Context: an optimization exercise on an open-source flow, tuned for small area. The choices shown serve that exercise and are no tape-out recipe. Only simulation tests tie the RTL to the original design; equivalence was not proved. Power and IR drop assume default switching activity.

==> flow/design.v <==
module hft_accelerator #(
    parameter CLK_FREQ = 5_000_000,
    parameter BAUD_RATE = 115200
)(
    input  logic clk,
    input  logic rst,
    input  logic uart_rx,
    output logic uart_tx
);
    localparam int CPB = CLK_FREQ / BAUD_RATE;    
    localparam logic [31:0] K_BUY  = 32'd12288000;
    localparam logic [31:0] K_SELL = 32'd28676096;
    logic [31:0] pr [14];           
    logic [13:0] tl;                
    logic [31:0] acc;               
    logic [15:0] qr;                
    logic [4:0]  ph;                
    logic [5:0]  pc;                
    logic        run;               
    logic        rxact, txact;      
    logic [5:0]  timer;             
    logic [3:0]  bitc;              
    logic [1:0]  bcnt;              
    logic [3:0]  npr;               
    logic        rxs;               
    logic        tx, nb;            
    logic        c0, c1, pos, sub, alnz, adel, holding;
    wire ph0   = (ph == 5'd0);
    wire ph31  = (ph == 5'd31);
    wire ph_lo28 = ~&ph[4:2];                                
    wire t_end = (timer == 6'(CPB - 1));
    wire g_rng  = run & (pc >= 6'd35) & (pc <= 6'd60);
    wire g_cmp  = g_rng & ~pc[0];                            
    wire g_add  = g_rng &  pc[0];                            
    wire l_pass = run & (pc == 6'd34);                       
    wire d_pass = run & (pc == 6'd33);                       
    wire div_p  = run & (pc >= 6'd17) & (pc <= 6'd32);       
    wire qwr_p  = run & (pc[5:4] == 2'b01);                  
    wire mul_p  = run & (pc >= 6'd7) & (pc <= 6'd16);        
    wire mfirst = (pc == 6'd16);
    wire mlast  = run & (pc == 6'd7);
    logic bconst;
    always_comb begin
        case (pc[3:0])
            4'd0, 4'd13, 4'd12, 4'd11, 4'd7: bconst = 1'b1;
            default:                         bconst = 1'b0;
        endcase
    end
    wire rx_shift = rxact & (bcnt == 2'd0) & (bitc == 4'd15) & ~timer[5];
    wire shift    = rx_shift | g_add | l_pass;
    wire rx_wr    = rxact & ~bitc[3] & ~timer[5] & (ph == {~bcnt, bitc[2:0]});
    wire a    = pr[12][31];
    wire b    = pr[13][31];
    wire at   = acc[31];
    wire a27  = acc[27] & ph_lo28;           
    wire m27  = pr[13][27] & ph_lo28;        
    wire xdel = adel & ~ph0;                 
    wire gl   = g_add | l_pass;
    wire en   = l_pass | pos;
    wire qwr  = qwr_p & (ph[3:0] == pc[3:0]);
    wire qin  = qwr ? sub : qr[15];
    wire qs   = alnz ? (~ph[4] & qin) : (ph == 5'd16);
    logic x1, y1;
    always_comb begin
        if (d_pass)                         x1 = a27;
        else if (div_p | (mul_p & ~mfirst)) x1 = xdel;
        else if (gl)                        x1 = at;
        else                                x1 = 1'b0;
        if (d_pass)      y1 = m27;
        else if (div_p)  y1 = b ^ sub;
        else if (mul_p)  y1 = bconst & qs;
        else             y1 = gl & en & a;
    end
    wire ci1 = ph0 ? (div_p & sub) : c0;
    wire s1  = x1 ^ y1 ^ ci1;
    wire co1 = (x1 & y1) | (x1 & ci1) | (y1 & ci1);
    wire y2  = gl & en & ~b;
    wire ci2 = ph0 ? (gl & en) : c1;
    wire s2  = s1 ^ y2 ^ ci2;
    wire co2 = (s1 & y2) | (s1 & ci2) | (y2 & ci2);
    wire bwi  = ~ph0 & c0;
    wire dd   = a ^ b ^ bwi;
    wire bwo  = (~a & b) | (~(a ^ b) & bwi);
    wire nzo  = (~ph0 & c1) | dd;
    wire kb   = K_BUY[ph];
    wire ks   = K_SELL[ph];
    wire b1i  = ~ph0 & c1;
    wire b1o  = (~s1 & kb) | (~(s1 ^ kb) & b1i);
    wire b2i  = ~ph0 & pos;
    wire b2o  = (~s1 & ks) | (~(s1 ^ ks) & b2i);
    logic [13:0] pin;                        
    always_comb begin
        pin[0] = rx_wr ? rxs : (shift ? pr[13][31] : pr[0][31]);
        for (int k = 1; k < 13; k++)
            pin[k] = shift ? tl[k-1] : tl[k];
        if (l_pass)      pin[13] = s2;
        else if (d_pass) pin[13] = s1;
        else             pin[13] = shift ? pr[12][31] : pr[13][31];
    end
    for (genvar k = 0; k < 14; k++) begin : g_ring
        assign tl[k] = pr[k][31];
        always_ff @(posedge clk)
            pr[k] <= {pr[k][30:0], pin[k]};
    end
    always_ff @(posedge clk) begin
        acc[31:1] <= acc[30:0];
        if (run & (pc == 6'd60))  acc[0] <= 1'b0;
        else if (g_add)           acc[0] <= s2;
        else if (d_pass)          acc[0] <= a27;
        else if (div_p | mul_p)   acc[0] <= s1;
        else                      acc[0] <= at;
        qr <= {qr[14:0], qin};
        adel <= at;
        rxs <= uart_rx;
    end
    always_ff @(posedge clk) begin
        if (g_cmp) begin
            c0 <= bwo;
            c1 <= nzo;
            if (ph31) pos <= ~dd & nzo;
        end else if (gl) begin
            c0 <= co1;
            c1 <= co2;
        end else if (d_pass | div_p | mul_p) begin
            c0 <= co1;
        end
        if (mlast) begin
            c1  <= ph31 ? (~holding & b1o) : b1o;     
            pos <= ph31 ? ( holding & ~b2o) : b2o;    
        end
        if (d_pass) begin
            sub  <= 1'b1;
            alnz <= (~ph0 & alnz) | m27;
        end else if (div_p & ph31) begin
            sub <= ~s1;
        end
        if (rst)                holding <= 1'b0;
        else if (mlast & ph31)  holding <= holding ? b2o : b1o;
    end
    always_ff @(posedge clk) begin
        if (rst) begin
            ph    <= 5'd0;
            run   <= 1'b0;
            rxact <= 1'b0;
            txact <= 1'b0;
            bcnt  <= 2'd0;
            npr   <= 4'd0;
            tx    <= 1'b1;
        end else begin
            ph <= ph + 5'd1;
            if (rxact | txact) begin
                if (t_end) begin
                    timer <= 6'd0;
                    bitc  <= bitc + 4'd1;
                end else begin
                    timer <= timer + 6'd1;
                end
            end
            if (~rxact & ~run & ~txact & ~rxs) begin
                rxact <= 1'b1;
                timer <= 6'd0;
                bitc  <= 4'd15;
            end
            if (rxact & t_end & (bitc == 4'd7)) begin
                rxact <= 1'b0;
                bcnt  <= bcnt + 2'd1;
                if (bcnt == 2'd3) begin
                    if (npr == 4'd14) begin
                        run <= 1'b1;
                        pc  <= 6'd61;
                    end else begin
                        npr <= npr + 4'd1;
                    end
                end
            end
            if (run & ph31) begin
                pc <= pc - 6'd1;
                if (pc == 6'd7) begin
                    run   <= 1'b0;
                    txact <= 1'b1;
                    timer <= 6'd0;
                    bitc  <= 4'd0;
                    tx    <= 1'b0;
                end
            end
            if (txact & ~bitc[3] & (ph == {bcnt, bitc[2:0]}))
                nb <= (bcnt == 2'd0) ? ((bitc[2:0] == 3'd0) ? c1 :
                                        (bitc[2:0] == 3'd1) ? pos : 1'b0)
                                     : acc[27];
            if (txact & t_end) begin
                if (bitc == 4'd9) begin
                    bitc <= 4'd0;
                    if (bcnt == 2'd2) begin
                        txact <= 1'b0;
                        bcnt  <= 2'd0;
                    end else begin
                        bcnt <= bcnt + 2'd1;
                        tx   <= 1'b0;
                    end
                end else begin
                    tx <= (bitc == 4'd8) ? 1'b1 : nb;
                end
            end
        end
    end
    assign uart_tx = tx;
endmodule
==> flow/run.sh <==
#!/bin/bash
# synth_recipe.tcl (not shown) runs the flow's synth.tcl, then flattens the netlist and writes it again
# the make line also repeats each setting of config.mk as NAME=value (left out here)
make -C /OpenROAD-flow-scripts/flow DESIGN_CONFIG=/design/flow/config.mk WORK_HOME=/design/flow/orfs CLKGATE_MAP_FILE= SYNTH_SCRIPT=/design/flow/synth_recipe.tcl finish
==> flow/config.mk <==
export PLATFORM = sky130hd
export DESIGN_NAME = hft_accelerator
export DESIGN_NICKNAME = hft_accelerator
export VERILOG_FILES = /design/flow/design.v
export SDC_FILE = /design/flow/constraint.sdc
export NUM_CORES = 4
export LEC_CHECK = 0
export CAP_MARGIN = 20
export CORE_MARGIN = 2
export CORE_UTILIZATION = 70
export CTS_BUF_LIST = sky130_fd_sc_hd__clkbuf_16
export CTS_CLUSTER_DIAMETER = 60
export CTS_CLUSTER_SIZE = 30
export SLEW_MARGIN = 20
==> flow/constraint.sdc <==
create_clock -name core_clock -period 200.0 [get_ports {clk}]
set_input_delay 40.0000 -clock core_clock [delete_from_list [all_inputs] [get_ports {clk}]]
set_output_delay 40.0000 -clock core_clock [all_outputs]
set_load 0.01 [all_outputs]
==> results of run 1 <==
[power breakdown]
part           switching [uW]  leakage, uW  total [uW]  internal [uW]
clock                    33.1     0.000412        61.2           28.1
sequential              0.431      0.00434         108            108
combinational            1.04     0.000911        1.71          0.670
total                    34.6      0.00566         171            137
[through the flow]
stage / cell area, um2 / total power [uW] / setup WS, ns
CTS: 14200 / 172 / 158.57
floorplan: 13100 / 112 / 159.06
finish: 14200 / 171 / 158.60
global route: 14200 / 176 / 158.43
detailed placement: 13300 / 112 / 158.02
global placement: 13300 / 112 / 158.14
[worst min path at each step]
stage                       endpoint        from  cells past startpoint
after floorplan              acc[10]      acc[9]                      0
after global placement       acc[27]     acc[26]                      0
after detailed placement    pr[0][9]    pr[0][8]                      0
after CTS                 pr[12][11]  pr[12][10]                      0
after global routing      pr[12][31]  pr[12][30]                      0
final                       pr[3][5]    pr[3][4]                      0
[sequential cells by signal (all words and copies together) (netlist names), 2 cells and up]
| signal | flops |
|---|---|
| timer | 6 |
| acc | 32 |
| npr | 4 |
| bcnt | 2 |
| qr | 16 |
| bitc | 4 |
| ph | 5 |
| pr | 448 |
| pc | 6 |
[layer usage]
metal / wire (um) / global-route usage, %
met1: 9050 / 28.5
met2: 9180 / 33.7
met3: 721 / 3.33
met4: 388 / 5.32
met5: 0 / 0
[Yosys cell counts (7+ instances only)]
| library cell | count |
|---|---|
| xnor2_1 | 11 |
| mux2_2 | 8 |
| ha_1 | 25 |
| edfxtp_1 | 21 |
| nand3_1 | 10 |
| nor2_1 | 39 |
| mux2_1 | 9 |
| nand2_1 | 32 |
| dfxtp_1 | 515 |
| xor2_1 | 16 |
| inv_1 | 22 |
| clkbuf_1 | 9 |
| a21oi_1 | 14 |
| nor3_1 | 9 |
| nand4_1 | 7 |
[logic make-up (layout without fill, tap and decap cells)]
kind of cell / Yosys count / count (layout)
AOI/OAI and AO/OA: 56 / 56
muxes: 21 / 21
xor gates and xnor gates: 27 / 27
adders and majority gates: 27 / 27
DFF: 536 / 536
buffers and inverters: 39 / 61
and+or+nand+nor: 142 / 142
[layout make-up]
class | count | share of cell area, %
flip-flops and latches | 536 | 77.3
multi-input cells | 273 | 13.8
clock buffers | 25 | 4.42
well taps | 229 | 2.02
clock inverters | 11 | 1.62
inverters | 22 | 0.584
repair buffers | 3 | 0.212
==> flow_summary.json, run 1 <==
{
  "status": "finished clean",
  "n_antenna_cell": 0,
  "cts.sinks": 536,
  "synth_area_per_cell_um2": 15.4,
  "setup_viol": 0,
  "path_clk_slew_ns": 0.10,
  "most-common-layout-cells": "dfxtp_1 (515), nor2_1 (39), nand2_1 (32)",
  "syn-instance-count": 848,
  "synth_compound_gate_area_share_pct": 2.98,
  "maxCapViolCount": 0,
  "wirelength_um": 19300,
  "finalCritPeriodShare_pct": 20.7,
  "crit_start": "tx",
  "seq_area_mm2": 0.0109,
  "hp-class": "reg -> reg",
  "yosys.area.top_type": "dfxtp_1",
  "drt_iter0_drc": 307,
  "reg2reg_from": "pc[0]",
  "fillers": 1009,
  "drc": 0,
  "hold_violations": 0,
  "fmax_ghz": 0.0242,
  "crit_arrival_ns": 1.40,
  "rsz0062_at_grt": "no",
  "slowest_delay_ns": 0.54,
  "postRouteAntennaNets": 0,
  "clkLatencyLatePin_ns": 0.55,
  "r2r_cells": 12,
  "critPathKind": "reg -> out",
  "post-cts-setup-buffers": 0,
  "cts_resized": 0,
  "finalCriticalPeriod_ns": 41.40,
  "num_io_pins": 4,
  "track_usage_pct": 20.4,
  "crit_end": "uart_tx",
  "finalMaxSlewViolations": 0,
  "synth_top_area_share_pct": 78.9,
  "hpwl_um": 10700,
  "gp_congestion": 0.840,
  "firstDrtPassIters": 5,
  "critPathLaunchType": "register",
  "cts_buffers": 25,
  "synth_area_leaders": "dfxtp_1 (79%), edfxtp_1 (4.8%), ha_1 (2.4%)",
  "dieArea_mm2": 0.0198,
  "initial_core_util_pct": 72.0,
  "vias": 5601,
  "final_common_cell": "dfxtp_1",
  "rows": 49,
  "synth_mux_area_share_pct": 1.77,
  "finish.net_count": 891,
  "vias_per_cell": 5.10,
  "grt_pass1_wl_um": 31700,
  "ys_seq_area_share_pct": 83.7,
  "synthSimpleGateAreaFrac_pct": 5.71,
  "r2r_end": "c1",
  "r2r_slack_ns": 195.85,
  "final_core_util_pct": 78.0,
  "ys.flop_type": "dfxtp_1",
  "synth_top_family_by_area": "simple AND/OR/NAND/NOR gates",
  "placed_cells": 1063,
  "synth_fp_nets": 878,
  "multi_input_area_mm2": 0.00196,
  "worstMarginPinSlew_ns": 0.915,
  "async_flop_share_pct": 0,
  "grt_antenna_before_repair": 0,
  "port_buffers": 3,
  "cts_tree": "done",
  "yosys.area_share.adder_pct": 2.70,
  "worst_path_max_delay_cell": "clkdlybuf4s50_1",
  "setup_tns_ns": 0,
  "synth_xor_area_share_pct": 1.81,
  "ys_ff_latch": 536,
  "cp_cell_sequence": "clkdlybuf4s50_1",
  "crit_family": "buffers and inverters",
  "synth_cell_type_count": 61,
  "fin_cells": 1099,
  "cts.path.max_buffers": 3,
  "drive_gt1_share_pct": 6.67,
  "end_kind": "output port",
  "holdBufCountCts": 0,
  "avgRoutedWirePerCell_um": 17.6,
  "root_buffer": "clkbuf_16",
  "skew_ns": 0.0288,
  "crit_cells": 1,
  "grt_max_degree": 31,
  "area_growth_pct": 8.25,
  "crit_buf_inv": 1,
  "path_max_fanout": 2,
  "die_h_um": 141,
  "synth_warnings": 2,
  "synth_edf_count": 21,
  "core_area_mm2": 0.0181,
  "cts_max_level": 1,
  "grt_pass1_vias": 5982,
  "grt-ovfl-total": 0,
  "pwr_density_cell_mw_per_mm2": 12.1,
  "hold_ws_ns": 0.311,
  "leakagePower_uw": 0.00566,
  "crit_required_ns": 160.00,
  "slew_headroom_pct": 38.8,
  "vdd_drop_max_uv": 8.62,
  "mappedNetlistArea_mm2": 0.0131,
  "die_w_um": 141
}
==> run 2: changes to the inputs <==
--- a/flow/config.mk
+++ b/flow/config.mk
@@ -8,7 +8,7 @@
 export CAP_MARGIN = 20
 export CORE_MARGIN = 2
 export CORE_UTILIZATION = 70
-export CTS_BUF_LIST = sky130_fd_sc_hd__clkbuf_16
-export CTS_CLUSTER_DIAMETER = 60
-export CTS_CLUSTER_SIZE = 30
+export CTS_BUF_LIST = sky130_fd_sc_hd__clkbuf_8
+export CTS_CLUSTER_DIAMETER = 50
+export CTS_CLUSTER_SIZE = 16
 export SLEW_MARGIN = 20
==> run 2 against run 1 <==
Effect of this change:
- global-route usage down 1.3 points
- sequential power about the same
- core utilization shrank 0.72 points
- first-iteration DRC count is 16% lower
- design area decreased by 0.93%
- hold slack improved by 0.0068 ns
- non-clock buffer count stayed put
- critical path depth unchanged
- final cell count grew 1.8%
- die area unchanged
- synthesized area stayed put
- clock-buffer cell count increased by 19
- largest cell class unchanged
- largest power group unchanged
- highest routed layer unchanged
==> flow_summary.json, run 2 <==
{
  "status": "finished clean",
  "finalCritPeriodShare_pct": 20.7,
  "cts_buffers": 43,
  "dieArea_mm2": 0.0198,
  "wl_met1_um": 8710,
  "grt-ovfl-total": 0,
  "core_area_mm2": 0.0181,
  "routed.top_layer": "met4",
  "synth_most_common_cell": "dfxtp_1",
  "cp_cell_sequence": "clkdlybuf4s50_1",
  "finish.net_count": 909,
  "hold_path_end": "acc[10]",
  "ys.flop_type": "dfxtp_1",
  "track_usage_pct": 19.0,
  "clkLatencyLatePin_ns": 0.56,
  "post-cts-setup-buffers": 0,
  "most-common-layout-cells": "dfxtp_1 (515), clkbuf_8 (44), nor2_1 (39)",
  "worst_path_max_delay_cell": "clkdlybuf4s50_1",
  "num_io_pins": 4,
  "synth_cell_type_count": 61,
  "hpwl_um": 10700,
  "p_int_uw": 130,
  "drc": 0,
  "grt_pass1_vias": 5869,
  "gp_congestion": 0.840,
  "swShare_pct": 20.4,
  "hp-class": "reg -> reg",
  "worst_hold_path.num_cells": 0,
  "synth_area_per_cell_um2": 15.4,
  "r2r_slack_ns": 195.88,
  "crit_required_ns": 160.00,
  "drt_iter0_drc": 259,
  "ys_top_cells_by_count": "dfxtp_1 (515), nor2_1 (39), nand2_1 (32), ha_1 (25), inv_1 (22)",
  "mappedNetlistArea_mm2": 0.0131,
  "comb_power_share_pct": 1.0,
  "wirelength_um": 17800,
  "finalMaxSlewViolations": 0,
  "n_antenna_cell": 0,
  "rows": 49,
  "fin_ws_ns": 158.58,
  "vdd_drop_max_uv": 9.65,
  "leakagePower_uw": 0.00562,
  "root_buffer": "clkbuf_8",
  "dr_wl_met3_um": 745,
  "port_buffers": 3,
  "finalCriticalPeriod_ns": 41.42,
  "async_flop_share_pct": 0,
  "cts.path.max_buffers": 3,
  "vias_per_cell": 4.99,
  "p_sw_uw": 33.3,
  "dpl_worst_slack_ns": 158.02,
  "die_h_um": 141,
  "setup_viol": 0,
  "critPathKind": "reg -> out",
  "crit_buf_inv": 1,
  "worstMarginPinSlew_ns": 0.913,
  "skew_ns": 0.0249,
  "cts_resized": 0,
  "slew_headroom_pct": 39.0,
  "maxCapViolCount": 0,
  "crit_family": "buffers and inverters",
  "pwr_density_cell_mw_per_mm2": 11.6,
  "synth_warnings": 2,
  "end_kind": "output port",
  "grt_pass1_wl_um": 29700,
  "final_core_util_pct": 77.3,
  "r2r_end": "c1",
  "reg_top3": "pr x448, acc x32, qr x16",
  "yosys.area.top_type": "dfxtp_1",
  "path_max_fanout": 2,
  "largest_reg_flops": 448,
  "synth_fp_nets": 878,
  "r2r_cells": 12,
  "grt_max_degree": 18,
  "vias": 5582,
  "avgRoutedWirePerCell_um": 15.9,
  "grt_antenna_before_repair": 0,
  "syn-instance-count": 848,
  "ys_ff_latch": 536,
  "path_clk_slew_ns": 0.09,
  "die_w_um": 141,
  "seq_power_share_pct": 66.5,
  "wl_met2_um": 8050,
  "area_growth_pct": 7.25,
  "crit_arrival_ns": 1.42,
  "postRouteAntennaNets": 0,
  "hp-start": "acc[9]",
  "ys_seq_area_share_pct": 83.7,
  "slowest_delay_ns": 0.54,
  "reg2reg_from": "pc[0]",
  "final_common_cell": "dfxtp_1",
  "cts_max_level": 2,
  "rsz0062_at_grt": "no",
  "hold_violations": 0,
  "holdBufCountCts": 0,
  "firstDrtPassIters": 5,
  "critPathLaunchType": "register",
  "synth_edf_count": 21,
  "regMostFlops": "pr",
  "synth_top_area_share_pct": 78.9,
  "clockPowerShare_pct": 32.5,
  "synth_area_leaders": "dfxtp_1 (79%), edfxtp_1 (4.8%), ha_1 (2.4%)",
  "cts_tree": "done",
  "drive_gt1_share_pct": 8.54,
  "cts.sinks": 536,
  "initial_core_util_pct": 72.0,
  "fmax_ghz": 0.0241,
  "setup_tns_ns": 0
}
[run 2: worst register-to-register path: stages, from the launching register on]
cell      delay (ns)
edfxtp_1        0.58
ha_1            0.34
or2_2           0.35
a21oi_1         0.22
o22ai_1         0.15
a21oi_1         0.34
a221oi_1        0.15
o22a_1          0.21
fa_1            0.73
inv_1           0.09
ha_1            0.30
a31oi_1         0.28
o32ai_1         0.12
[run 2: worst max-delay path by stage]
stage | cells after the start | start | slack (ns) | endpoint
floorplan | 3 | rst | 159.06 | nb
global placement | 4 | rst | 158.14 | nb
CTS | 1 | tx | 158.53 | uart_tx
finish | 1 | tx | 158.58 | uart_tx
global route | 4 | rst | 158.48 | nb
detailed placement | 4 | rst | 158.02 | nb
[run 2: routing by layer]
metal,GRT usage [%],up-vias
li1,-,2806
met1,26.9,2650
met2,29.9,99
met3,4.14,27
met4,6.05,0
met5,0,-
[run 2: layout make-up]
class,instances,area (um2)
inverters,22,82.6
multi-input cells,273,1960
repair buffers,3,30.0
clock buffers,44,606
well taps,229,287
flip-flops and latches,536,10900
fillers,1011,4130
clock inverters,12,118
[run 2: logic make-up after synthesis]
kind of cell,Yosys count,share of synthesized area [%]
flops,536,83.7
simple gates,142,5.71
mux,21,1.77
xor+xnor,27,1.81
compound gates,56,2.98
buf+inv,39,1.34
fa+ha+maj,27,2.70
[run 2: metrics by stage]
step / instances / power (uW) / area [um2] / hold WS [ns]
after global routing: 1119 / 168 / 14000 / 0.315
after detailed placement: 1063 / 112 / 13300 / 0.312
final: 1119 / 163 / 14000 / 0.317
after CTS: 1119 / 164 / 14000 / 0.321
after floorplan: 848 / 112 / 13100 / 0.310
after global placement: 1063 / 112 / 13300 / 0.311
[run 2: power by group through the flow]
stage               clock network [uW]  registers, uW  logic [uW]
global placement                     0            111        1.54
detailed placement                   0            111        1.65
global route                      58.1            108        1.90
finish                            52.9            108        1.66
CTS                               54.5            108        1.67
floorplan                            0            111        1.32
==> run 3: changes to the inputs <==
--- a/flow/config.mk
+++ b/flow/config.mk
@@ -7,8 +7,5 @@
 export LEC_CHECK = 0
 export CAP_MARGIN = 20
 export CORE_MARGIN = 2
-export CORE_UTILIZATION = 70
-export CTS_BUF_LIST = sky130_fd_sc_hd__clkbuf_8
-export CTS_CLUSTER_DIAMETER = 50
-export CTS_CLUSTER_SIZE = 16
+export CORE_UTILIZATION = 40
 export SLEW_MARGIN = 20
==> run 3 against run 2 <==
Effect of this change:
- clock-buffer cell count grew 24
- clock power grew 71%
- via count increased by 0.77%
- highest routed layer unchanged
- register-to-register slack worse by 0.07 ns
- critical endpoint is now nb
- critical path type is now in -> reg
==> flow_summary.json, run 3 <==
{
  "fin_area_mm2": 0.0152,
  "avgRoutedWirePerCell_um": 12.3,
  "crit_arrival_ns": 41.65,
  "firstDrtPassIters": 4,
  "cts_buffers": 47,
  "num_io_pins": 4,
  "root_buffer": "clkbuf_16",
  "hpwl_um": 9150,
  "cts_tree": "done",
  "finalCritPeriodShare_pct": 20.7,
  "ys_seq_area_share_pct": 83.7,
  "syn-instance-count": 848,
  "leakagePower_uw": 0.00605,
  "hp-class": "reg -> reg",
  "skew_ns": 0.0174,
  "vdd_drop_max_uv": 7.87,
  "rows": 66,
  "mappedNetlistArea_mm2": 0.0131,
  "maxCapViolCount": 0,
  "drc": 0,
  "pwr_density_cell_mw_per_mm2": 13.2,
  "fillers": 2851,
  "synth_cell_type_count": 61,
  "synth_fp_nets": 878,
  "synth_area_per_cell_um2": 15.4,
  "hold_violations": 0,
  "ys.flop_type": "dfxtp_1",
  "dpl_worst_slack_ns": 158.03,
  "yosys.area.top_type": "dfxtp_1",
  "grt_antenna_before_repair": 0,
  "fin_ws_ns": 158.59,
  "final_common_cell": "dfxtp_1",
  "track_usage_pct": 10.2,
  "area_growth_pct": 16.1,
  "slew_headroom_pct": 43.1,
  "grt_max_degree": 17,
  "holdBufCountCts": 0,
  "vias_per_cell": 4.13,
  "n_antenna_cell": 0,
  "hp-start": "pr[7][29]",
  "drive_gt1_share_pct": 10.7,
  "synth_warnings": 2,
  "largest_reg_flops": 448,
  "cts.sinks": 536,
  "cts.path.max_buffers": 3,
  "synth_top_area_share_pct": 78.9,
  "rsz0062_at_grt": "no",
  "seq_power_share_pct": 54.0,
  "worstMarginPinSlew_ns": 0.850,
  "reg_top3": "pr x448, acc x32, qr x16",
  "r2r_slack_ns": 195.81,
  "clkLatencyLatePin_ns": 0.55,
  "setup_tns_ns": 0,
  "final_core_util_pct": 46.9,
  "dieArea_mm2": 0.0341,
  "ys_ff_latch": 536,
  "die_h_um": 185,
  "place_area_mm2": 0.0136,
  "most-common-layout-cells": "dfxtp_1 (515), clkbuf_16 (49), nor2_1 (39)",
  "vias": 5625,
  "p_int_uw": 162,
  "port_buffers": 3,
  "critPathKind": "in -> reg",
  "wirelength_um": 16700,
  "swShare_pct": 19.4,
  "gp_congestion": 0.813,
  "initial_core_util_pct": 40.4,
  "status": "finished clean",
  "post-cts-setup-buffers": 0,
  "cts_max_level": 2,
  "end_kind": "register",
  "die_w_um": 185,
  "finalMaxSlewViolations": 0,
  "drt_iter0_drc": 243,
  "async_flop_share_pct": 0,
  "grt_pass1_vias": 5513,
  "synth_area_leaders": "dfxtp_1 (79%), edfxtp_1 (4.8%), ha_1 (2.4%)",
  "grt-ovfl-total": 0,
  "p_sw_uw": 39.0,
  "crit_start": "rst",
  "synth_most_common_cell": "dfxtp_1",
  "postRouteAntennaNets": 0,
  "critPathLaunchType": "primary input",
  "comb_power_share_pct": 0.8,
  "reg2reg_from": "pc[0]",
  "clockPowerShare_pct": 45.2,
  "crit_required_ns": 200.24,
  "grt_pass1_wl_um": 28200,
  "finalCriticalPeriod_ns": 41.41,
  "finish.net_count": 913,
  "ys_top_cells_by_count": "dfxtp_1 (515), nor2_1 (39), nand2_1 (32), ha_1 (25), inv_1 (22)",
  "regMostFlops": "pr",
  "path_max_fanout": 15,
  "cts_resized": 0,
  "core_area_mm2": 0.0324,
  "synth_edf_count": 21,
  "path_clk_slew_ns": 0.07,
  "setup_viol": 0,
  "fmax_ghz": 0.0241
}
-- run 3: cell counts after synthesis --
Identical to the previous run, type by type.
-- run 3: power groups by stage --
stage          Clock (uW)  Combinational, uW  Sequential, uW
2_1_floorplan           0               1.32             111
3_3_place_gp            0               1.56             111
3_5_place_dp            0               1.59             111
4_1_cts              93.2               1.60             108
5_1_grt              98.0               1.80             108
6_report             90.7               1.58             108
-- run 3: metrics by stage --
step	std cells	total power, uW	hold WS [ns]
floorplan	848	112	0.310
global placement	1276	112	0.311
detailed placement	1276	112	0.312
CTS	1361	203	0.322
global route	1361	208	0.324
finish	1361	201	0.317
-- run 3: final timing paths --
path	endpoint	cells past startpoint
worst max-delay path	nb	4
worst min-delay path	pr[7][30]	0
worst max register to register	pr[13][0]	12
worst min register to register	pr[7][30]	0
-- run 3: area by class of cell --
class                           instances  area [um2]  area share [%]
Sequential cell                       536       10900            72.1
Multi-Input combinational cell        273        1960            12.9
Clock buffer                           68        1400            9.21
Tap cell                              442         553            3.64
Clock inverter                         17         218            1.43
Inverter                               22        82.6           0.544
Timing Repair Buffer                    3        30.0           0.198
-- run 3: critical path: stages --
cell	delay, ns
clkdlybuf4s50_1	0.70
inv_1	0.54
nand2_1	0.10
nor4_1	0.31
-- run 3: cells by family after synthesis --
kind of cell,share of synthesized area [%]
AOI/OAI and AO/OA,2.98
and+or+nand+nor,5.71
adders and majority gates,2.70
buffers and inverters,1.34
muxes,1.77
xor gates and xnor gates,1.81
DFF,83.7
-- run 3: per-layer routing --
layer | share of wire [%] | track usage (%) | wire, um | vias up
met5 | 0 | 0 | 0 | -
met4 | 3.3 | 4.76 | 556 | 0
met3 | 4.2 | 2.85 | 693 | 40
met2 | 38 | 13.6 | 6380 | 83
met1 | 54 | 15.2 | 9060 | 2658
li1 | - | - | - | 2844
==> run 4: changes to the inputs <==
--- a/flow/design.v
+++ b/flow/design.v
@@ -15,7 +15,6 @@
     logic [31:0] acc;               
     logic [15:0] qr;                
     logic [4:0]  ph;                
-    logic [5:0]  pc;                
     logic        run;               
     logic        rxact, txact;      
     logic [5:0]  timer;             
@@ -29,21 +28,22 @@
     wire ph31  = (ph == 5'd31);
     wire ph_lo28 = ~&ph[4:2];                                
     wire t_end = (timer == 6'(CPB - 1));
-    wire g_rng  = run & (pc >= 6'd35) & (pc <= 6'd60);
-    wire g_cmp  = g_rng & ~pc[0];                            
-    wire g_add  = g_rng &  pc[0];                            
-    wire l_pass = run & (pc == 6'd34);                       
-    wire d_pass = run & (pc == 6'd33);                       
-    wire div_p  = run & (pc >= 6'd17) & (pc <= 6'd32);       
-    wire qwr_p  = run & (pc[5:4] == 2'b01);                  
-    wire mul_p  = run & (pc >= 6'd7) & (pc <= 6'd16);        
-    wire mfirst = (pc == 6'd16);
-    wire mlast  = run & (pc == 6'd7);
+    wire [5:0] pc = timer;
+    wire g_rng  = run & (pc >= 6'd3) & (pc <= 6'd28);
+    wire g_cmp  = g_rng &  pc[0];                            
+    wire g_add  = g_rng & ~pc[0];                            
+    wire l_pass = run & (pc == 6'd29);                       
+    wire d_pass = run & (pc == 6'd30);                       
+    wire div_p  = run & (pc >= 6'd31) & (pc <= 6'd46);       
+    wire qwr_p  = run & (pc[5:4] == 2'b10);                  
+    wire mul_p  = run & (pc >= 6'd47) & (pc <= 6'd56);       
+    wire mfirst = (pc == 6'd47);
+    wire mlast  = run & (pc == 6'd56);
     logic bconst;
     always_comb begin
         case (pc[3:0])
-            4'd0, 4'd13, 4'd12, 4'd11, 4'd7: bconst = 1'b1;
-            default:                         bconst = 1'b0;
+            4'd15, 4'd2, 4'd3, 4'd4, 4'd8: bconst = 1'b1;
+            default:                       bconst = 1'b0;
         endcase
     end
     wire rx_shift = rxact & (bcnt == 2'd0) & (bitc == 4'd15) & ~timer[5];
@@ -57,7 +57,7 @@
     wire xdel = adel & ~ph0;                 
     wire gl   = g_add | l_pass;
     wire en   = l_pass | pos;
-    wire qwr  = qwr_p & (ph[3:0] == pc[3:0]);
+    wire qwr  = qwr_p & (ph[3:0] == ~pc[3:0]);
     wire qin  = qwr ? sub : qr[15];
     wire qs   = alnz ? (~ph[4] & qin) : (ph == 5'd16);
     logic x1, y1;
@@ -104,7 +104,7 @@
     end
     always_ff @(posedge clk) begin
         acc[31:1] <= acc[30:0];
-        if (run & (pc == 6'd60))  acc[0] <= 1'b0;
+        if (run & (pc == 6'd3))   acc[0] <= 1'b0;
         else if (g_add)           acc[0] <= s2;
         else if (d_pass)          acc[0] <= a27;
         else if (div_p | mul_p)   acc[0] <= s1;
@@ -166,16 +166,16 @@
                 bcnt  <= bcnt + 2'd1;
                 if (bcnt == 2'd3) begin
                     if (npr == 4'd14) begin
-                        run <= 1'b1;
-                        pc  <= 6'd61;
+                        run   <= 1'b1;
+                        timer <= 6'd2;
                     end else begin
                         npr <= npr + 4'd1;
                     end
                 end
             end
             if (run & ph31) begin
-                pc <= pc - 6'd1;
-                if (pc == 6'd7) begin
+                timer <= timer + 6'd1;
+                if (pc == 6'd56) begin
                     run   <= 1'b0;
                     txact <= 1'b1;
                     timer <= 6'd0;
--- a/flow/config.mk
+++ b/flow/config.mk
@@ -7,5 +7,8 @@
 export LEC_CHECK = 0
 export CAP_MARGIN = 20
 export CORE_MARGIN = 2
-export CORE_UTILIZATION = 40
+export CORE_UTILIZATION = 85
+export CTS_BUF_LIST = sky130_fd_sc_hd__clkbuf_4
+export CTS_CLUSTER_DIAMETER = 40
+export CTS_CLUSTER_SIZE = 10
 export SLEW_MARGIN = 20
==> run 4 against run 3 <==
Effect of this change:
- the flow now stops in detailed placement
- synthesized cell count down 1.7%
- synthesized area down 2.2%
==> flow_summary.json, run 4 <==
{
  "ys_top_cells_by_count": "dfxtp_1 (515), nand2_1 (31), nor2_1 (24), ha_1 (22), a21oi_1 (19)",
  "yosys.area.top_type": "dfxtp_1",
  "error": "[ERROR DPL-0033] detailed placement checks failed during check placement.",
  "num_io_pins": 4,
  "die_w_um": 127,
  "synth_edf_count": 15,
  "mappedNetlistArea_mm2": 0.0128,
  "status": "aborted with a tool error",
  "synth_area_per_cell_um2": 15.3,
  "stop_stage": "detailed placement",
  "rows": 44,
  "gp_congestion": 0.850,
  "synth_top_area_share_pct": 80.6,
  "ys_ff_latch": 530,
  "synth_area_leaders": "dfxtp_1 (81%), edfxtp_1 (3.5%), ha_1 (2.2%)",
  "synth_fp_nets": 861,
  "synth_cell_type_count": 55,
  "initial_core_util_pct": 87.6,
  "async_flop_share_pct": 0,
  "ys_seq_area_share_pct": 84.2,
  "ys.flop_type": "dfxtp_1",
  "synth_warnings": 2,
  "port_buffers": 3,
  "syn-instance-count": 834,
  "synth_most_common_cell": "dfxtp_1",
  "hpwl_um": 18500,
  "die_h_um": 127
}
## run 4: cell count changes after synthesis, moves of 6 or more
cell / change
nor2_1: -15
o21ai_0: +9
mux2_1: -8
nand3_1: +6
edfxtp_1: -6
mux2_2: +7
## run 4: worst min path at each step
stage	slack (ns)	cells past startpoint	end	start
after floorplan	0.31	0	acc[10]	acc[9]
after global placement	0.31	0	qr[2]	qr[1]
## run 4: kinds of logic after synthesis
group	after synthesis	synth area share, %
simple gates	131	5.30
fa+ha+maj	24	2.47
mux	19	1.68
xor+xnor	19	1.30
flops	530	84.2
buf+inv	36	1.19
compound gates	75	3.89
## run 4: stage by stage
stage	total power (uW)	cells	hold WS, ns	setup slack [ns]	cell area (um2)
floorplan	111	834	0.310	158.96	12800
global placement	112	1005	0.311	158.44	13000
## run 4: power groups by stage
stage	clock network [uW]	logic, uW	registers, uW
after floorplan	0	2.12	109
after global placement	0	2.20	109
==> run 5: changes to the inputs <==
--- a/flow/config.mk
+++ b/flow/config.mk
@@ -7,7 +7,7 @@
 export LEC_CHECK = 0
 export CAP_MARGIN = 20
 export CORE_MARGIN = 2
-export CORE_UTILIZATION = 85
+export CORE_UTILIZATION = 72
 export CTS_BUF_LIST = sky130_fd_sc_hd__clkbuf_4
 export CTS_CLUSTER_DIAMETER = 40
 export CTS_CLUSTER_SIZE = 10
==> run 5 against run 4 <==
Effect of this change:
- now clean on timing, DRC and antenna
- synthesized area is the same
- synthesized cell count is the same
==> flow_summary.json, run 5 <==
{
  "critPathLaunchType": "register",
  "dpl_worst_slack_ns": 158.40,
  "pwr_density_cell_mw_per_mm2": 11.6,
  "setup_viol": 0,
  "fmax_ghz": 0.0240,
  "synth_cell_type_count": 55,
  "cts_max_level": 2,
  "finalCriticalPeriod_ns": 41.59,
  "hp-class": "reg -> reg",
  "hpwl_um": 11100,
  "num_io_pins": 4,
  "grt_pass1_vias": 5859,
  "track_usage_pct": 20.7,
  "firstDrtPassIters": 5,
  "fin_ws_ns": 158.41,
  "synth_top_area_share_pct": 80.6,
  "cts.sinks": 530,
  "synth_warnings": 2,
  "status": "finished clean",
  "yosys.area.top_type": "dfxtp_1",
  "finalCritPeriodShare_pct": 20.8,
  "worstMarginPinSlew_ns": 0.619,
  "vias_per_cell": 5.20,
  "drc": 0,
  "clockPowerShare_pct": 30.7,
  "ys_top_cells_by_count": "dfxtp_1 (515), nand2_1 (31), nor2_1 (24), ha_1 (22), a21oi_1 (19)",
  "synth_edf_count": 15,
  "drt_iter0_drc": 336,
  "end_kind": "output port",
  "p_sw_uw": 32.3,
  "slowest_delay_ns": 0.55,
  "crit_buf_inv": 1,
  "post-cts-setup-buffers": 0,
  "clkLatencyLatePin_ns": 0.73,
  "path_max_fanout": 2,
  "finish.net_count": 911,
  "vdd_drop_max_uv": 8.06,
  "cts.path.max_buffers": 3,
  "cts_tree": "done",
  "postRouteAntennaNets": 0,
  "rows": 48,
  "cts_buffers": 61,
  "port_buffers": 3,
  "synth_area_per_cell_um2": 15.3,
  "largest_reg_flops": 448,
  "syn-instance-count": 834,
  "die_w_um": 137,
  "avgRoutedWirePerCell_um": 16.4,
  "synth_area_leaders": "dfxtp_1 (81%), edfxtp_1 (3.5%), ha_1 (2.2%)",
  "wirelength_um": 18500,
  "slew_headroom_pct": 58.7,
  "comb_power_share_pct": 1.5,
  "cp_cell_sequence": "clkdlybuf4s50_1",
  "maxCapViolCount": 0,
  "skew_ns": 0.0502,
  "vias": 5829,
  "holdBufCountCts": 0,
  "crit_arrival_ns": 1.59,
  "core_area_mm2": 0.0174,
  "worst_path_max_delay_cell": "clkdlybuf4s50_1",
  "drive_gt1_share_pct": 11.0,
  "p_int_uw": 125,
  "seq_power_share_pct": 67.8,
  "mappedNetlistArea_mm2": 0.0128,
  "crit_required_ns": 160.00,
  "grt-ovfl-total": 0,
  "ys.flop_type": "dfxtp_1",
  "swShare_pct": 20.5,
  "setup_tns_ns": 0,
  "root_buffer": "clkbuf_4",
  "cts_resized": 0,
  "final_common_cell": "dfxtp_1",
  "path_clk_slew_ns": 0.10,
  "grt_max_degree": 20,
  "regMostFlops": "pr",
  "area_growth_pct": 6.63,
  "gp_congestion": 0.851,
  "initial_core_util_pct": 73.7,
  "async_flop_share_pct": 0,
  "grt_antenna_before_repair": 1,
  "synth_most_common_cell": "dfxtp_1",
  "leakagePower_uw": 0.00547,
  "grt_pass1_wl_um": 29800,
  "crit_family": "buffers and inverters",
  "total_power_uw": 158,
  "synth_fp_nets": 861,
  "most-common-layout-cells": "dfxtp_1 (515), clkbuf_4 (66), nand2_1 (31)",
  "hold_ws_ns": 0.293,
  "rsz0062_at_grt": "no",
  "ys_seq_area_share_pct": 84.2,
  "critPathKind": "reg -> out",
  "reg_top3": "pr x448, acc x32, qr x16",
  "die_h_um": 137,
  "finalMaxSlewViolations": 0,
  "final_core_util_pct": 78.5,
  "ys_ff_latch": 530,
  "hold_violations": 0,
  "dieArea_mm2": 0.0188
}
run 5: power by group through the flow:
stage	Combinational, uW	Sequential (uW)	Clock (uW)
after global placement	2.22	109	0
after detailed placement	2.34	109	0
final	2.42	107	48.3
after floorplan	2.12	109	0
after CTS	2.36	107	49.9
after global routing	2.67	107	53.8
run 5: cell families after synthesis:
family | synth area share (%)
xor+xnor | 1.30
flops | 84.2
compound gates | 3.89
simple gates | 5.30
buf+inv | 1.19
fa+ha+maj | 2.47
mux | 1.68
run 5: path summary, 6_finish.rpt:
path,startpoint,endpoint,slack (ns),cells after the start
max,tx,uart_tx,158.41,1
min,pr[11][2],pr[11][3],0.29,0
max reg2reg,timer[0],c1,195.59,14
min reg2reg,pr[11][2],pr[11][3],0.29,0
run 5: layout make-up:
cell class                      instances  area [um2]
Fill cell                             909        3730
Sequential cell                       530       10800
Clock inverter                          9         108
Inverter                               18        67.6
Multi-Input combinational cell        268        1870
Timing Repair Buffer                    5        45.0
Clock buffer                           66         495
Antenna cell                            1        2.50
Tap cell                              225         282
run 5: layer usage:
layer / global-route usage [%] / wire length, um / vias up
li1: - / - / 2851
met2: 31.8 / 8450 / 204
met1: 28.9 / 8510 / 2732
met4: 8.36 / 452 / 0
met3: 4.67 / 1040 / 42
met5: 0 / 0 / -
run 5: metrics by stage:
stage	cells	cell area, um2
final	1122	13600
after global routing	1122	13600
after CTS	1121	13600
after detailed placement	1046	13000
after global placement	1046	13000
after floorplan	834	12800
==> run 6: changes to the inputs <==
--- a/flow/config.mk
+++ b/flow/config.mk
@@ -8,7 +8,7 @@
 export CAP_MARGIN = 20
 export CORE_MARGIN = 2
 export CORE_UTILIZATION = 72
-export CTS_BUF_LIST = sky130_fd_sc_hd__clkbuf_4
+export CTS_BUF_LIST = sky130_fd_sc_hd__clkbuf_4 sky130_fd_sc_hd__clkbuf_8
 export CTS_CLUSTER_DIAMETER = 40
-export CTS_CLUSTER_SIZE = 10
+export CTS_CLUSTER_SIZE = 20
 export SLEW_MARGIN = 20
==> run 6 against run 5 <==
Effect of this change:
- critical endpoint unchanged
- still clean on timing, DRC and antenna
- core utilization up 1.1 points
- design area rose by 1.4%
- combinational power hardly changed
- clock power is 17% higher
- synthesized cell count stayed put
==> flow_summary.json, run 6 <==
{
  "critPathLaunchType": "register",
  "synth_most_common_cell": "dfxtp_1",
  "synth_cell_type_count": 55,
  "crit_buf_inv": 1,
  "grt_antenna_before_repair": 0,
  "crit_cells": 1,
  "slowest_delay_ns": 0.55,
  "drive_gt1_share_pct": 9.75,
  "worstMarginPinSlew_ns": 0.645,
  "cp_cell_sequence": "clkdlybuf4s50_1",
  "postRouteAntennaNets": 0,
  "hpwl_um": 11100,
  "gp_congestion": 0.851,
  "synthSimpleGateAreaFrac_pct": 5.30,
  "synth_warnings": 2,
  "synth_xor_area_share_pct": 1.30,
  "crit_family": "buffers and inverters",
  "most-common-layout-cells": "dfxtp_1 (515), clkbuf_8 (40), nand2_1 (31)",
  "synth_area_per_cell_um2": 15.3,
  "cts_buffers": 39,
  "mappedNetlistArea_mm2": 0.0128,
  "r2r_slack_ns": 195.60,
  "drc": 0,
  "setup_viol": 0,
  "yosys.area_share.adder_pct": 2.47,
  "clkLatencyLatePin_ns": 0.56,
  "die_w_um": 137,
  "path_clk_slew_ns": 0.11,
  "grt_pass1_vias": 5724,
  "maxCapViolCount": 0,
  "pwr_density_cell_mw_per_mm2": 12.0,
  "cts_tree": "done",
  "synth_fp_nets": 861,
  "finalCritPeriodShare_pct": 20.7,
  "post-cts-setup-buffers": 0,
  "track_usage_pct": 21.2,
  "ys_ff_latch": 530,
  "ys.flop_type": "dfxtp_1",
  "vias": 5738,
  "ys_top_cells_by_count": "dfxtp_1 (515), nand2_1 (31), nor2_1 (24), ha_1 (22), a21oi_1 (19)",
  "grt-ovfl-total": 0,
  "avgRoutedWirePerCell_um": 16.9,
  "rsz0062_at_grt": "no",
  "cts_resized": 0,
  "vias_per_cell": 5.18,
  "port_buffers": 3,
  "placed_cells": 1046,
  "vdd_drop_max_uv": 8.75,
  "crit_required_ns": 160.00,
  "async_flop_share_pct": 0,
  "ys_seq_area_share_pct": 84.2,
  "leakagePower_uw": 0.00552,
  "area_growth_pct": 8.09,
  "seq_area_mm2": 0.0108,
  "initial_core_util_pct": 73.7,
  "finish.net_count": 889,
  "synth_top_area_share_pct": 80.6,
  "synth_edf_count": 15,
  "drt_iter0_drc": 332,
  "cts_max_level": 2,
  "finalCriticalPeriod_ns": 41.41,
  "fin_cells": 1107,
  "crit_arrival_ns": 1.41,
  "num_io_pins": 4,
  "finalMaxSlewViolations": 0,
  "final_common_cell": "dfxtp_1",
  "core_area_mm2": 0.0174,
  "root_buffer": "clkbuf_8",
  "fillers": 842,
  "dieArea_mm2": 0.0188,
  "synth_top_family_by_area": "simple AND/OR/NAND/NOR gates",
  "r2r_end": "c1",
  "holdBufCountCts": 0,
  "rows": 48,
  "wirelength_um": 18700,
  "setup_tns_ns": 0,
  "synth_mux_area_share_pct": 1.68,
  "crit_start": "tx",
  "hold_violations": 0,
  "largest_reg_flops": 448,
  "status": "finished clean",
  "hp-class": "reg -> reg",
  "cts.sinks": 530,
  "worst_path_max_delay_cell": "clkdlybuf4s50_1",
  "crit_end": "uart_tx",
  "syn-instance-count": 834,
  "skew_ns": 0.0375,
  "reg2reg_from": "timer[0]",
  "end_kind": "output port",
  "multi_input_area_mm2": 0.00187,
  "n_antenna_cell": 0,
  "regMostFlops": "pr",
  "critPathKind": "reg -> out",
  "firstDrtPassIters": 5,
  "grt_pass1_wl_um": 30400,
  "fmax_ghz": 0.0242,
  "grt_max_degree": 22,
  "die_h_um": 137,
  "yosys.area.top_type": "dfxtp_1",
  "path_max_fanout": 2,
  "slew_headroom_pct": 57.0,
  "synth_area_leaders": "dfxtp_1 (81%), edfxtp_1 (3.5%), ha_1 (2.2%)",
  "cts.path.max_buffers": 3,
  "reg_top3": "pr x448, acc x32, qr x16",
  "r2r_cells": 14,
  "synth_compound_gate_area_share_pct": 3.89
}
## run 6: cell counts after synthesis
Identical to the previous run, type by type.
## run 6: stage by stage
stage | hold slack [ns] | worst slack, ns | power (uW) | util [%] | instance area (um2)
finish | 0.297 | 158.59 | 166 | 79.6 | 13800
global route | 0.299 | 158.52 | 171 | 79.6 | 13800
CTS | 0.291 | 158.55 | 167 | 79.6 | 13800
detailed placement | 0.312 | 158.40 | 112 | 75.0 | 13000
global placement | 0.312 | 158.41 | 112 | 75.0 | 13000
floorplan | 0.310 | 158.96 | 111 | - | 12800
## run 6: layout make-up
cell class | count | area share (%)
well taps | 225 | 2.04
multi-input cells | 268 | 13.5
repair buffers | 5 | 0.326
clock inverters | 16 | 1.48
flip-flops and latches | 530 | 77.9
inverters | 18 | 0.489
clock buffers | 45 | 4.26
## run 6: how the worst min path moves through the flow
stage               depth (start not counted)  startpoint         end
floorplan                                   0      acc[9]     acc[10]
global placement                            0  pr[13][30]  pr[13][31]
detailed placement                          0  pr[11][22]  pr[11][23]
CTS                                         0     acc[12]     acc[13]
global route                                0     acc[28]     acc[29]
finish                                      0     acc[12]     acc[13]
## run 6: metal layers
layer	wire, um	global-route usage [%]	share of wire (%)	vias to the layer above
li1	-	-	-	2796
met1	8680	30.4	46	2683
met2	8410	32.4	45	206
met3	1090	4.49	5.8	53
met4	522	7.33	2.8	0
met5	0	0	0	-
## run 6: report_power, final
group	internal [uW]	leakage (uW)	switching, uW
Combinational	0.984	0.000832	1.45
Sequential	106	0.00429	0.704
Clock	25.3	0.000406	31.5
Total	133	0.00552	33.6
## run 6: cells by family after synthesis
kind of cell,Yosys count
flops,530
xor+xnor,19
simple gates,131
fa+ha+maj,24
compound gates,75
mux,19
buf+inv,36
==> run 7: changes to the inputs <==
--- a/flow/config.mk
+++ b/flow/config.mk
@@ -7,8 +7,8 @@
 export LEC_CHECK = 0
 export CAP_MARGIN = 20
 export CORE_MARGIN = 2
-export CORE_UTILIZATION = 72
-export CTS_BUF_LIST = sky130_fd_sc_hd__clkbuf_4 sky130_fd_sc_hd__clkbuf_8
-export CTS_CLUSTER_DIAMETER = 40
+export CORE_UTILIZATION = 85
+export CTS_BUF_LIST = sky130_fd_sc_hd__clkbuf_8
+export CTS_CLUSTER_DIAMETER = 60
 export CTS_CLUSTER_SIZE = 20
 export SLEW_MARGIN = 20
==> run 7 against run 6 <==
Effect of this change:
- synthesized area unchanged
- the run now fails in detailed placement
- synthesized cell count unchanged
==> flow_summary.json, run 7 <==
{
  "status": "aborted with a tool error",
  "stop_stage": "detailed placement",
  "error": "[ERROR DPL-0033] detailed placement checks failed during check placement.",
  "synth_area_per_cell_um2": 15.3,
  "ys_seq_area_share_pct": 84.2,
  "die_w_um": 127,
  "synth_top_area_share_pct": 80.6,
  "syn-instance-count": 834,
  "synth_edf_count": 15,
  "synth_area_leaders": "dfxtp_1 (81%), edfxtp_1 (3.5%), ha_1 (2.2%)",
  "ys.flop_type": "dfxtp_1",
  "hpwl_um": 18500,
  "ys_ff_latch": 530,
  "port_buffers": 3,
  "ys_top_cells_by_count": "dfxtp_1 (515), nand2_1 (31), nor2_1 (24), ha_1 (22), a21oi_1 (19)",
  "synth_cell_type_count": 55,
  "yosys.area.top_type": "dfxtp_1",
  "mappedNetlistArea_mm2": 0.0128,
  "synth_most_common_cell": "dfxtp_1",
  "initial_core_util_pct": 87.6,
  "num_io_pins": 4,
  "rows": 44,
  "async_flop_share_pct": 0,
  "synth_fp_nets": 861,
  "gp_congestion": 0.850,
  "synth_warnings": 2,
  "die_h_um": 127
}
## run 7: cell counts after synthesis
Identical to the previous run, type by type.
## run 7: how the worst max path moves through the flow
stage	cells after the start	from	to	slack, ns
after global placement	2	rst	timer[0]	158.44
after floorplan	3	rst	bitc[0]	158.96
## run 7: kinds of logic after synthesis
family	synth area share (%)
compound gates	3.89
xor+xnor	1.30
fa+ha+maj	2.47
buf+inv	1.19
flops	84.2
mux	1.68
simple gates	5.30
## run 7: stage by stage
step,cell area [um2],hold WS (ns),setup WS (ns),power [uW]
after global placement,13000,0.311,158.44,112
after floorplan,12800,0.310,158.96,111
## run 7: power by group through the flow
stage / Sequential (uW) / Clock (uW) / Combinational [uW]
floorplan: 109 / 0 / 2.12
global placement: 109 / 0 / 2.20
==> run 8: changes to the inputs <==
--- a/flow/config.mk
+++ b/flow/config.mk
@@ -7,8 +7,8 @@
 export LEC_CHECK = 0
 export CAP_MARGIN = 20
 export CORE_MARGIN = 2
-export CORE_UTILIZATION = 85
+export CORE_UTILIZATION = 72
 export CTS_BUF_LIST = sky130_fd_sc_hd__clkbuf_8
-export CTS_CLUSTER_DIAMETER = 60
-export CTS_CLUSTER_SIZE = 20
+export CTS_CLUSTER_DIAMETER = 50
+export CTS_CLUSTER_SIZE = 18
 export SLEW_MARGIN = 20
==> run 8 against run 7 <==
Effect of this change:
- now clean on timing, DRC and antenna
- synthesized area did not move
- synthesized cell count did not move
==> flow_summary.json, run 8 <==
{
  "r2r_cells": 14,
  "rows": 48,
  "avgRoutedWirePerCell_um": 16.8,
  "path_max_fanout": 2,
  "cts_max_level": 2,
  "post-cts-setup-buffers": 0,
  "synth_top_area_share_pct": 80.6,
  "slowest_delay_ns": 0.55,
  "regMostFlops": "pr",
  "synth_most_common_cell": "dfxtp_1",
  "reg2reg_from": "timer[0]",
  "largest_reg_flops": 448,
  "cts_resized": 0,
  "skew_ns": 0.0332,
  "crit_family": "buffers and inverters",
  "cts_buffers": 37,
  "cp_cell_sequence": "clkdlybuf4s50_1",
  "vias": 5636,
  "die_w_um": 137,
  "area_growth_pct": 6.79,
  "dieArea_mm2": 0.0188,
  "crit_buf_inv": 1,
  "grt-ovfl-total": 0,
  "wirelength_um": 18400,
  "rsz0062_at_grt": "no",
  "setup_viol": 0,
  "end_kind": "output port",
  "setup_tns_ns": 0,
  "async_flop_share_pct": 0,
  "worst_hold_path.num_cells": 0,
  "final_common_cell": "dfxtp_1",
  "synth_edf_count": 15,
  "vdd_drop_max_uv": 11.2,
  "synth_warnings": 2,
  "grt_antenna_before_repair": 1,
  "hp-class": "reg -> reg",
  "reg_top3": "pr x448, acc x32, qr x16",
  "cts_tree": "done",
  "finalMaxSlewViolations": 0,
  "fin_cells": 1094,
  "num_io_pins": 4,
  "root_buffer": "clkbuf_8",
  "finalCriticalPeriod_ns": 41.45,
  "ys_top_cells_by_count": "dfxtp_1 (515), nand2_1 (31), nor2_1 (24), ha_1 (22), a21oi_1 (19)",
  "crit_arrival_ns": 1.45,
  "placed_cells": 1046,
  "hpwl_um": 11100,
  "fmax_ghz": 0.0241,
  "grt_max_degree": 20,
  "grt_pass1_wl_um": 30000,
  "hold_path_end": "pr[3][25]",
  "vias_per_cell": 5.15,
  "cts.path.max_buffers": 3,
  "drt_iter0_drc": 333,
  "postRouteAntennaNets": 0,
  "ys_seq_area_share_pct": 84.2,
  "syn-instance-count": 834,
  "synth_cell_type_count": 55,
  "clkLatencyLatePin_ns": 0.56,
  "gp_congestion": 0.851,
  "yosys.area.top_type": "dfxtp_1",
  "port_buffers": 3,
  "slew_headroom_pct": 58.9,
  "grt_pass1_vias": 5649,
  "drc": 0,
  "worst_path_max_delay_cell": "clkdlybuf4s50_1",
  "n_antenna_cell": 0,
  "hold_violations": 0,
  "critPathLaunchType": "register",
  "path_clk_slew_ns": 0.12,
  "worstMarginPinSlew_ns": 0.615,
  "most-common-layout-cells": "dfxtp_1 (515), clkbuf_8 (38), nand2_1 (31)",
  "hp-start": "pr[3][24]",
  "drive_gt1_share_pct": 8.17,
  "track_usage_pct": 20.9,
  "pwr_density_cell_mw_per_mm2": 11.6,
  "finalCritPeriodShare_pct": 20.7,
  "synth_area_per_cell_um2": 15.3,
  "cts.sinks": 530,
  "total_power_uw": 159,
  "finish.net_count": 887,
  "firstDrtPassIters": 5,
  "synth_fp_nets": 861,
  "initial_core_util_pct": 73.7,
  "crit_required_ns": 160.00,
  "final_core_util_pct": 78.7,
  "synth_area_leaders": "dfxtp_1 (81%), edfxtp_1 (3.5%), ha_1 (2.2%)",
  "core_area_mm2": 0.0174,
  "r2r_end": "c1",
  "die_h_um": 137,
  "ys_ff_latch": 530,
  "ys.flop_type": "dfxtp_1",
  "holdBufCountCts": 0,
  "leakagePower_uw": 0.00545,
  "r2r_slack_ns": 195.67,
  "status": "finished clean",
  "hold_ws_ns": 0.308,
  "maxCapViolCount": 0,
  "critPathKind": "reg -> out",
  "mappedNetlistArea_mm2": 0.0128
}
run 8: cell counts after synthesis:
Identical to the previous run, type by type.
run 8: area by class of cell:
| cell class | instances | area (um2) |
|---|---|---|
| Fill cell | 865 | 3700 |
| Multi-Input combinational cell | 268 | 1870 |
| Timing Repair Buffer | 5 | 45.0 |
| Clock inverter | 10 | 104 |
| Tap cell | 225 | 282 |
| Clock buffer | 38 | 523 |
| Inverter | 18 | 67.6 |
| Sequential cell | 530 | 10800 |
run 8: worst max-delay path by stage:
stage | startpoint | end | slack [ns] | depth (start not counted)
floorplan | rst | bitc[0] | 158.96 | 3
global placement | rst | timer[0] | 158.41 | 2
detailed placement | rst | timer[0] | 158.40 | 2
CTS | tx | uart_tx | 158.52 | 1
global route | tx | uart_tx | 158.49 | 1
finish | tx | uart_tx | 158.55 | 1
run 8: kinds of logic after synthesis:
kind of cell / count (synthesis) / synth area share, %
AOI/OAI and AO/OA: 75 / 3.89
xor gates and xnor gates: 19 / 1.30
adders and majority gates: 24 / 2.47
buffers and inverters: 36 / 1.19
DFF: 530 / 84.2
muxes: 19 / 1.68
and+or+nand+nor: 131 / 5.30
run 8: per-stage QoR:
stage          cell area (um2)  setup WS [ns]
3_5_place_dp             13000         158.40
2_1_floorplan            12800         158.96
6_report                 13700         158.55
3_3_place_gp             13000         158.41
5_1_grt                  13700         158.49
4_1_cts                  13700         158.52
run 8: per-layer routing:
layer	global-route usage, %	up-vias	wire, um
met5	0	-	0
met4	6.01	0	410
met3	5.26	46	1100
met2	31.8	175	8290
met1	30.2	2632	8600
li1	-	2783	-
run 8: power breakdown:
| group | leakage (uW) | switching [uW] | total, uW | internal (uW) |
|---|---|---|---|---|
| Combinational | 0.000832 | 1.43 | 2.42 | 0.982 |
| Clock | 0.000328 | 30.2 | 49.4 | 19.3 |
| Sequential | 0.00429 | 0.693 | 107 | 106 |
| Total | 0.00545 | 32.3 | 159 | 126 |
==> run 9: changes to the inputs <==
==> flow/flow/run.sh (new file) <==
#!/bin/bash
set -euo pipefail
export CTS_ARGS="-sink_clustering_enable -repair_clock_nets -dont_use_dummy_load -buf_list sky130_fd_sc_hd__clkbuf_8 -root_buf sky130_fd_sc_hd__clkbuf_16 -sink_clustering_size 16 -sink_clustering_max_diameter 45"
bash standard.sh > standard_flow.log 2>&1
==> flow/standard.sh (new file) <==
#!/bin/bash
# synth_recipe.tcl (not shown) runs the flow's synth.tcl, then flattens the netlist and writes it again
# the make line also repeats each setting of config.mk as NAME=value (left out here)
make -C /OpenROAD-flow-scripts/flow DESIGN_CONFIG=/design/flow/config.mk WORK_HOME=/design/flow/orfs CLKGATE_MAP_FILE= SYNTH_SCRIPT=/design/flow/synth_recipe.tcl "${@:-finish}"
--- a/flow/config.mk
+++ b/flow/config.mk
@@ -8,7 +8,4 @@
 export CAP_MARGIN = 20
 export CORE_MARGIN = 2
 export CORE_UTILIZATION = 72
-export CTS_BUF_LIST = sky130_fd_sc_hd__clkbuf_8
-export CTS_CLUSTER_DIAMETER = 50
-export CTS_CLUSTER_SIZE = 18
 export SLEW_MARGIN = 20
removed: flow/run.sh
==> run 9 against run 8 <==
Effect of this change:
- final cell count shrank 0.73%
- flip-flop and latch count is the same
- first-iteration DRC count shrank 6.9%
- non-clock buffer count is the same
- synthesized area is the same
- hold slack lost 0.0064 ns
- sequential share of layout area grew 0.12 points
- via count grew 2.3%
- register-to-register slack lost 0.05 ns
- combinational power grew 2%
- maximum frequency grew 0.28%
- critical path type unchanged
- critical endpoint unchanged
==> flow_summary.json, run 9 <==
{
  "cts_max_level": 2,
  "crit_arrival_ns": 1.33,
  "num_io_pins": 4,
  "gp_congestion": 0.851,
  "worst_path_max_delay_cell": "clkdlybuf4s50_1",
  "async_flop_share_pct": 0,
  "leakagePower_uw": 0.00543,
  "avgRoutedWirePerCell_um": 18.5,
  "critPathKind": "reg -> out",
  "port_buffers": 3,
  "wirelength_um": 20100,
  "reg_top3": "pr x448, acc x32, qr x16",
  "end_kind": "output port",
  "grt-ovfl-total": 0,
  "cts_tree": "done",
  "worstMarginPinSlew_ns": 0.633,
  "firstDrtPassIters": 19,
  "rsz0062_at_grt": "no",
  "clkLatencyLatePin_ns": 0.50,
  "finalCritPeriodShare_pct": 20.7,
  "synth_warnings": 2,
  "path_clk_slew_ns": 0.09,
  "fin_area_mm2": 0.0136,
  "place_area_mm2": 0.0130,
  "total_power_uw": 160,
  "largest_reg_flops": 448,
  "regMostFlops": "pr",
  "yosys.area.top_type": "dfxtp_1",
  "cts.sinks": 530,
  "finalCriticalPeriod_ns": 41.33,
  "rows": 48,
  "drive_gt1_share_pct": 7.55,
  "hold_violations": 0,
  "most-common-layout-cells": "dfxtp_1 (515), clkbuf_8 (35), nand2_1 (31)",
  "ys_seq_area_share_pct": 84.2,
  "cts_resized": 0,
  "vias": 5767,
  "maxCapViolCount": 0,
  "fmax_ghz": 0.0242,
  "crit_family": "buffers and inverters",
  "die_h_um": 137,
  "hp-class": "reg -> reg",
  "pwr_density_cell_mw_per_mm2": 11.7,
  "setup_viol": 0,
  "synth_cell_type_count": 55,
  "n_antenna_cell": 0,
  "skew_ns": 0.0564,
  "initial_core_util_pct": 73.7,
  "finish.net_count": 890,
  "dieArea_mm2": 0.0188,
  "ys.flop_type": "dfxtp_1",
  "slowest_delay_ns": 0.55,
  "postRouteAntennaNets": 0,
  "crit_buf_inv": 1,
  "synth_edf_count": 15,
  "grt_pass1_wl_um": 31900,
  "synth_area_per_cell_um2": 15.3,
  "vias_per_cell": 5.31,
  "ys_top_cells_by_count": "dfxtp_1 (515), nand2_1 (31), nor2_1 (24), ha_1 (22), a21oi_1 (19)",
  "grt_pass1_vias": 5939,
  "grt_antenna_before_repair": 0,
  "cts.path.max_buffers": 3,
  "vdd_drop_max_uv": 9.91,
  "status": "finished clean",
  "core_area_mm2": 0.0174,
  "post-cts-setup-buffers": 0,
  "syn-instance-count": 834,
  "synth_fp_nets": 861,
  "grt_max_degree": 20,
  "area_growth_pct": 6.64,
  "track_usage_pct": 22.5,
  "setup_tns_ns": 0,
  "fin_cells": 1086,
  "final_common_cell": "dfxtp_1",
  "slew_headroom_pct": 57.8,
  "holdBufCountCts": 0,
  "drt_iter0_drc": 310,
  "synth_area_leaders": "dfxtp_1 (81%), edfxtp_1 (3.5%), ha_1 (2.2%)",
  "synth_top_area_share_pct": 80.6,
  "drc": 0,
  "mappedNetlistArea_mm2": 0.0128,
  "ys_ff_latch": 530,
  "cp_cell_sequence": "clkdlybuf4s50_1",
  "placed_cells": 1046,
  "finalMaxSlewViolations": 0,
  "path_max_fanout": 2,
  "critPathLaunchType": "register",
  "synth_most_common_cell": "dfxtp_1",
  "crit_required_ns": 160.00,
  "die_w_um": 137,
  "root_buffer": "clkbuf_16",
  "cts_buffers": 40,
  "hpwl_um": 11100
}
[run 9: cell count changes in the layout (fill, tap and decap cells not counted)]
cell	before	now
bufinv_16	1	0
clkinv_2	1	0
clkinv_4	1	0
inv_6	2	0
clkbuf_8	38	35
clkinv_8	1	0
clkbuf_16	0	5
clkinvlp_4	1	0
inv_8	1	0
inv_1	20	18
[run 9: cell type report]
type                    count  area (um2)
fillers                   854        3720
well taps                 225         282
inverters                  18        67.6
clock buffers              40         607
repair buffers              5        45.0
flip-flops and latches    530       10800
multi-input cells         268        1870
[run 9: power breakdown]
part	leakage, uW	internal (uW)	switching (uW)
Sequential	0.00429	106	0.694
Clock	0.000313	20.3	29.9
Combinational	0.000832	0.986	1.47
[run 9: worst reg2reg max path: stages (launching register included)]
cell,delay (ns)
edfxtp_1,0.61
inv_1,0.20
ha_1,0.31
nand4b_1,0.25
o311a_4,0.23
a31oi_1,0.34
nor2b_1,0.12
a311oi_1,0.28
nor2_1,0.10
fa_1,0.69
inv_1,0.14
ha_1,0.29
a31oi_1,0.08
or3b_2,0.47
o21ai_0,0.09
[run 9: cells by family after synthesis]
kind of cell             after synthesis  share of synthesized area, %
adder cells (fa/ha/maj)               24                          2.47
XOR/XNOR                              19                          1.30
AO/OA/AOI/OAI                         75                          3.89
buffers and inverters                 36                          1.19
multiplexers                          19                          1.68
AND/OR/NAND/NOR                      131                          5.30
flip-flops                           530                          84.2
[run 9: routing by layer]
layer  track usage (%)  wire length, um  part of all wire (%)  vias up
li1                  -                -                     -     2774
met1              30.3             8800                    44     2729
met2              37.2             9680                    48      201
met3              4.82             1090                   5.4       63
met4              6.70              482                   2.4        0
met5                 0                0                     0        -
[run 9: final timing paths]
kind | from | endpoint | slack [ns] | cells after the start
setup / recovery | tx | uart_tx | 158.67 | 1
hold / removal | pr[0][2] | pr[0][3] | 0.30 | 0
setup reg to reg | timer[0] | c1 | 195.62 | 14
hold reg to reg | pr[0][2] | pr[0][3] | 0.30 | 0
[run 9: per-stage QoR]
| stage | hold WS (ns) | utilization, % | setup WS, ns |
|---|---|---|---|
| floorplan | 0.310 | - | 158.96 |
| global placement | 0.312 | 75.0 | 158.41 |
| detailed placement | 0.312 | 75.0 | 158.40 |
| CTS | 0.296 | 78.5 | 158.66 |
| global route | 0.301 | 78.5 | 158.62 |
| finish | 0.301 | 78.5 | 158.67 |

re-timing with driven ports:
Ports are ideal in the flow. The routed layouts listed here were re-timed in OpenROAD.
Step 1 assumes that a clkbuf_16 drives the clock port and a buf_2 every other input.
Step 2 moves the port delays by t, midway between the first and last clock arrival at a register: inputs arrive t later, outputs are due t later. That takes back most of the time a late clock gives input paths.
Three values: ideal, step 1, step 2; two values: the first two.
| run | shift t [ns] | slack for setup (ns) | hold WS [ns] | slew at the worst register clock pin (ns) | worst slew at a driven data input, ns |
|---|---|---|---|---|---|
| run 1 | 0.577 | 158.598 / 158.552 / 158.085 | 0.311 / 0.311 / 0.311 | 0.11 / 0.11 | 0.03 |
| run 2 | 0.587 | 158.577 / 158.536 / 158.082 | 0.317 / 0.317 / 0.317 | 0.10 / 0.10 | 0.03 |
| run 3 | 0.589 | 158.586 / 158.542 / 158.023 | 0.317 / 0.317 / 0.317 | 0.07 / 0.07 | 0.03 |
| run 5 | 0.742 | 158.411 / 158.371 / 158.389 | 0.293 / 0.293 / 0.293 | 0.11 / 0.11 | 0.03 |
| run 6 | 0.579 | 158.592 / 158.557 / 158.348 | 0.297 / 0.297 / 0.297 | 0.11 / 0.11 | 0.03 |
| run 8 | 0.585 | 158.554 / 158.515 / 158.386 | 0.308 / 0.308 / 0.308 | 0.12 / 0.12 | 0.03 |
| run 9 | 0.520 | 158.669 / 158.624 / 158.359 | 0.301 / 0.301 / 0.301 | 0.10 / 0.10 | 0.03 |
After both steps setup and hold are still met in every run listed. The setup slack of run 3, which loses most, moves by -0.044 ns with the drivers and by -0.563 ns with both steps.
